Source: an optimization exercise on an open RTL-to-GDS flow (aim: small area). Production flows keep margins and buffers that such runs may drop. The RTL was checked by simulation tests, not by an equivalence proof against the original design.

==> inputs of run a <==
Design RsDecodeTop, start of the top module:
module RsDecodeTop(
   CLK,
   RESET,
   enable,
   startPls,
   erasureIn,
   dataIn,
   outEnable,
   outStartPls,
   outDone,
   errorNum,
   erasureNum,
   fail,
   delayedData,
   outData
);
export LEC_CHECK = 0
export CAP_MARGIN = 20
export CORE_MARGIN = 2
export CORE_UTILIZATION = 40
export CTS_BUF_LIST = sky130_fd_sc_hd__clkbuf_4 sky130_fd_sc_hd__clkbuf_8
export SLEW_MARGIN = 20
create_clock -name core_clock -period 10.0 [get_ports {CLK}]
run.sh (not shown) runs the stock make flow with config.mk's settings and CLKGATE_MAP_FILE= SYNTH_SCRIPT=/design/flow/synth_recipe.tcl, a recipe that flattens the netlist after the stock synthesis.
==> run b (differences from run a) <==
- CORE_UTILIZATION: 40 -> 60
- CTS_BUF_LIST: sky130_fd_sc_hd__clkbuf_4 sky130_fd_sc_hd__clkbuf_8 -> not set
- CTS_CLUSTER_DIAMETER: not set -> 70
- CTS_CLUSTER_SIZE: not set -> 24
==> run c (differences from run a) <==
--- a/flow/design.v
+++ b/flow/design.v
@@ -639,12 +639,14 @@
             5'd24: ainv10 = 6'd18; 5'd25: ainv10 = 6'd4;  5'd26: ainv10 = 6'd30; 5'd27: ainv10 = 6'd38;
             5'd28: ainv10 = 6'd7;  5'd29: ainv10 = 6'd47; 5'd30: ainv10 = 6'd5;  default: ainv10 = 6'd32;
          endcase
       end
    endfunction
    reg doneShift, doneShiftReg;
+   reg [3:0] startReg;
+   reg [2:0] doneReg;
    always @(posedge CLK or negedge RESET) begin
       if (~RESET) begin
          doneShift    <= 1'b0;
          doneShiftReg <= 1'b0;
       end
       else if (enable) begin
@@ -653,12 +655,13 @@
       end
    end
    reg [119:0] CL;
    reg [119:0] CW;
    reg [125:0] CE;
    wire chHold = doneShift || doneShiftReg;
+   wire cwHold = chHold || startReg[3] || startReg[2];
    wire ceLoad = (cntE == 6'd53);
    reg  epsMoved;
    assign epsLate = (cntE == 6'd52) && !epsMoved;
    always @(posedge CLK or negedge RESET) begin
       if (~RESET) epsMoved <= 1'b0;
       else if (enable) begin
@@ -672,26 +675,26 @@
       if (enable) begin
          if (done3) begin
             kReg <= numShifted;
             PK   <= ainv10(numShifted);
             K3   <= K2;
          end
-         else if (!chHold) PK <= gm(PK, ainv(kReg));
+         else if (!cwHold) PK <= gm(PK, ainv(kReg));
       end
    end
    generate for (j = 0; j < 21; j = j + 1) begin : g_ch
       if (j < 20) begin : glw
          always @(posedge CLK) begin
             if (enable) begin
                if (done3) begin
                   CL[6*j +: 6] <= gm(L[6*j +: 6], ini(j));
                   CW[6*j +: 6] <= gm(W[6*j +: 6], ini(j));
                end
-               else if (!chHold) begin
-                  CL[6*j +: 6] <= gm(CL[6*j +: 6], apw(j));
-                  CW[6*j +: 6] <= gm(CW[6*j +: 6], apw(j));
+               else begin
+                  if (!chHold) CL[6*j +: 6] <= gm(CL[6*j +: 6], apw(j));
+                  if (!cwHold) CW[6*j +: 6] <= gm(CW[6*j +: 6], apw(j));
                end
             end
          end
       end
       always @(posedge CLK) begin
          if (enable) begin
@@ -730,13 +733,13 @@
       end
    end
    wire doneChien = (cntC == 6'd54);
    wire eraAhead = SR[140*7+6];
    wire eraAhead3 = SR[137*7+6];
    reg [5:0] eps0, eps1, eps2;
-   reg [5:0] selLamR, selEpsR, denR, invR, omSumR, nume1, nume2;
+   reg [5:0] selLamR, selEpsR, denR, invR, omSumR;
    reg       eq1, eq2, eq3;
    wire [5:0] denInv;
    RsDecodeInv RsDecodeInv_E (.B(denR), .R(denInv));
    always @(posedge CLK) begin
       if (enable) begin
          selLamR <= eraAhead ? (lamEven ^ lamOdd) : lamOdd;
@@ -747,43 +750,37 @@
          eq1     <= lamEq;
          eq2     <= eq1;
          eq3     <= eq2;
          denR    <= gm(selLamR, selEpsR);
          invR    <= denInv;
          omSumR  <= gm(omSum, PK);
-         nume1   <= omSumR;
-         nume2   <= nume1;
       end
    end
-   wire [5:0] errV = gm(nume2, invR);
+   wire [5:0] errV = gm(omSumR, invR);
    reg [4:0] numErrCnt, numErrChien;
    always @(posedge CLK or negedge RESET) begin
       if (~RESET) numErrCnt <= 5'd0;
       else if (enable) begin
          if (doneShiftReg) numErrCnt <= 5'd0;
          else if (lamEq) numErrCnt <= numErrCnt + 5'd1;
       end
    end
    always @(posedge CLK or negedge RESET) begin
       if (~RESET) numErrChien <= 5'd0;
       else if (enable && doneChien) numErrChien <= lamEq ? (numErrCnt + 5'd1) : numErrCnt;
    end
-   reg          rdEn;
    reg [6:0]    dq;
    always @(posedge CLK) begin
       if (enable) SR <= {SR[993:0], erasureIn, dIn};
    end
    always @(posedge CLK) begin
-      rdEn <= enable;
-      if (rdEn) dq <= SR[1000:994];
+      dq <= SR[1000:994];
    end
    wire       delayedErasureIn = dq[6];
    wire [5:0] delayedDataIn    = dq[5:0];
    wire [5:0] error = (delayedErasureIn || eq3) ? errV : 6'd0;
-   reg [3:0] startReg;
-   reg [2:0] doneReg;
    always @(posedge CLK or negedge RESET) begin
       if (~RESET) begin
          startReg <= 4'd0;
          doneReg  <= 3'd0;
       end
       else if (enable) begin
==> flow/flow/run.sh (new file) <==
#!/bin/bash
set -o pipefail
cp standard.sh standard_sh.txt
export CTS_ARGS="-sink_clustering_enable -repair_clock_nets -dont_use_dummy_load -sink_clustering_size 28 -sink_clustering_max_diameter 70"
bash standard.sh > standard.log 2>&1
==> flow/standard.sh (new file) <==
#!/bin/bash
# synth_recipe.tcl (not shown) runs the flow's synth.tcl, then flattens the netlist and writes it again
# the make line also repeats each setting of config.mk as NAME=value (left out here)
make -C /OpenROAD-flow-scripts/flow DESIGN_CONFIG=/design/flow/config.mk WORK_HOME=/design/flow/orfs CLKGATE_MAP_FILE= SYNTH_SCRIPT=/design/flow/synth_recipe.tcl "${@:-finish}"
- CAP_MARGIN: 20 -> 10
- CORE_UTILIZATION: 40 -> 45
- CTS_BUF_LIST: sky130_fd_sc_hd__clkbuf_4 sky130_fd_sc_hd__clkbuf_8 -> not set
- SLEW_MARGIN: 20 -> 10
removed: flow/run.sh
==> run d (differences from run a) <==
--- a/flow/design.v
+++ b/flow/design.v
@@ -639,12 +639,14 @@
             5'd24: ainv10 = 6'd18; 5'd25: ainv10 = 6'd4;  5'd26: ainv10 = 6'd30; 5'd27: ainv10 = 6'd38;
             5'd28: ainv10 = 6'd7;  5'd29: ainv10 = 6'd47; 5'd30: ainv10 = 6'd5;  default: ainv10 = 6'd32;
          endcase
       end
    endfunction
    reg doneShift, doneShiftReg;
+   reg [3:0] startReg;
+   reg [2:0] doneReg;
    always @(posedge CLK or negedge RESET) begin
       if (~RESET) begin
          doneShift    <= 1'b0;
          doneShiftReg <= 1'b0;
       end
       else if (enable) begin
@@ -653,12 +655,13 @@
       end
    end
    reg [119:0] CL;
    reg [119:0] CW;
    reg [125:0] CE;
    wire chHold = doneShift || doneShiftReg;
+   wire cwHold = chHold || startReg[3] || startReg[2];
    wire ceLoad = (cntE == 6'd53);
    reg  epsMoved;
    assign epsLate = (cntE == 6'd52) && !epsMoved;
    always @(posedge CLK or negedge RESET) begin
       if (~RESET) epsMoved <= 1'b0;
       else if (enable) begin
@@ -672,26 +675,26 @@
       if (enable) begin
          if (done3) begin
             kReg <= numShifted;
             PK   <= ainv10(numShifted);
             K3   <= K2;
          end
-         else if (!chHold) PK <= gm(PK, ainv(kReg));
+         else if (!cwHold) PK <= gm(PK, ainv(kReg));
       end
    end
    generate for (j = 0; j < 21; j = j + 1) begin : g_ch
       if (j < 20) begin : glw
          always @(posedge CLK) begin
             if (enable) begin
                if (done3) begin
                   CL[6*j +: 6] <= gm(L[6*j +: 6], ini(j));
                   CW[6*j +: 6] <= gm(W[6*j +: 6], ini(j));
                end
-               else if (!chHold) begin
-                  CL[6*j +: 6] <= gm(CL[6*j +: 6], apw(j));
-                  CW[6*j +: 6] <= gm(CW[6*j +: 6], apw(j));
+               else begin
+                  if (!chHold) CL[6*j +: 6] <= gm(CL[6*j +: 6], apw(j));
+                  if (!cwHold) CW[6*j +: 6] <= gm(CW[6*j +: 6], apw(j));
                end
             end
          end
       end
       always @(posedge CLK) begin
          if (enable) begin
@@ -730,13 +733,13 @@
       end
    end
    wire doneChien = (cntC == 6'd54);
    wire eraAhead = SR[140*7+6];
    wire eraAhead3 = SR[137*7+6];
    reg [5:0] eps0, eps1, eps2;
-   reg [5:0] selLamR, selEpsR, denR, invR, omSumR, nume1, nume2;
+   reg [5:0] selLamR, selEpsR, denR, invR, omSumR;
    reg       eq1, eq2, eq3;
    wire [5:0] denInv;
    RsDecodeInv RsDecodeInv_E (.B(denR), .R(denInv));
    always @(posedge CLK) begin
       if (enable) begin
          selLamR <= eraAhead ? (lamEven ^ lamOdd) : lamOdd;
@@ -747,43 +750,37 @@
          eq1     <= lamEq;
          eq2     <= eq1;
          eq3     <= eq2;
          denR    <= gm(selLamR, selEpsR);
          invR    <= denInv;
          omSumR  <= gm(omSum, PK);
-         nume1   <= omSumR;
-         nume2   <= nume1;
       end
    end
-   wire [5:0] errV = gm(nume2, invR);
+   wire [5:0] errV = gm(omSumR, invR);
    reg [4:0] numErrCnt, numErrChien;
    always @(posedge CLK or negedge RESET) begin
       if (~RESET) numErrCnt <= 5'd0;
       else if (enable) begin
          if (doneShiftReg) numErrCnt <= 5'd0;
          else if (lamEq) numErrCnt <= numErrCnt + 5'd1;
       end
    end
    always @(posedge CLK or negedge RESET) begin
       if (~RESET) numErrChien <= 5'd0;
       else if (enable && doneChien) numErrChien <= lamEq ? (numErrCnt + 5'd1) : numErrCnt;
    end
-   reg          rdEn;
    reg [6:0]    dq;
    always @(posedge CLK) begin
       if (enable) SR <= {SR[993:0], erasureIn, dIn};
    end
    always @(posedge CLK) begin
-      rdEn <= enable;
-      if (rdEn) dq <= SR[1000:994];
+      dq <= SR[1000:994];
    end
    wire       delayedErasureIn = dq[6];
    wire [5:0] delayedDataIn    = dq[5:0];
    wire [5:0] error = (delayedErasureIn || eq3) ? errV : 6'd0;
-   reg [3:0] startReg;
-   reg [2:0] doneReg;
    always @(posedge CLK or negedge RESET) begin
       if (~RESET) begin
          startReg <= 4'd0;
          doneReg  <= 3'd0;
       end
       else if (enable) begin
==> flow/flow/run.sh (new file) <==
#!/bin/bash
set -o pipefail
cp standard.sh standard_sh.txt
export CTS_ARGS="-sink_clustering_enable -repair_clock_nets -dont_use_dummy_load -sink_clustering_size 18 -sink_clustering_max_diameter 50 -sink_clustering_buffer sky130_fd_sc_hd__clkbuf_8"
bash standard.sh > standard.log 2>&1
==> flow/standard.sh (new file) <==
#!/bin/bash
# synth_recipe.tcl (not shown) runs the flow's synth.tcl, then flattens the netlist and writes it again
# the make line also repeats each setting of config.mk as NAME=value (left out here)
make -C /OpenROAD-flow-scripts/flow DESIGN_CONFIG=/design/flow/config.mk WORK_HOME=/design/flow/orfs CLKGATE_MAP_FILE= SYNTH_SCRIPT=/design/flow/synth_recipe.tcl "${@:-finish}"
- CORE_UTILIZATION: 40 -> 45
- CTS_BUF_LIST: sky130_fd_sc_hd__clkbuf_4 sky130_fd_sc_hd__clkbuf_8 -> not set
removed: flow/run.sh
==> comparison <==
Die area: run a is higher than run d (about 13%). The lowest register-to-register slack belongs to run b, the highest to run a. The lowest final cell count belongs to run b, the highest to run a.

what the ideal ports hide:
Ports are ideal in the flow. The routed layouts listed here were re-timed in OpenROAD.
Step 1 sets driving cells, clkbuf_16 on the clock port and buf_2 on the other inputs (assumed; they add their load-dependent delay and slew).
Step 2 also shifts input and output timing later by t, the mid clock arrival at the registers, as if the neighbouring blocks saw the same clock.
Three values: ideal ports, drivers, drivers and shift; two values: the first two.
run	t (ns)	slack for setup (ns)	clock arrival spread, ns	worst register clock-pin slew, ns	worst data-port slew with drivers (ns)
run a	1.234	2.522 / 2.522 / 2.522	0.122 / 0.121	0.07 / 0.07	0.10
run b	0.983	1.945 / 1.945 / 1.945	0.104 / 0.104	0.11 / 0.11	0.08
run c	0.975	2.195 / 2.195 / 2.195	0.123 / 0.123	0.12 / 0.12	0.08
run d	0.985	2.146 / 2.146 / 2.146	0.132 / 0.131	0.11 / 0.11	0.09
After both steps setup and hold are still met in every run listed.
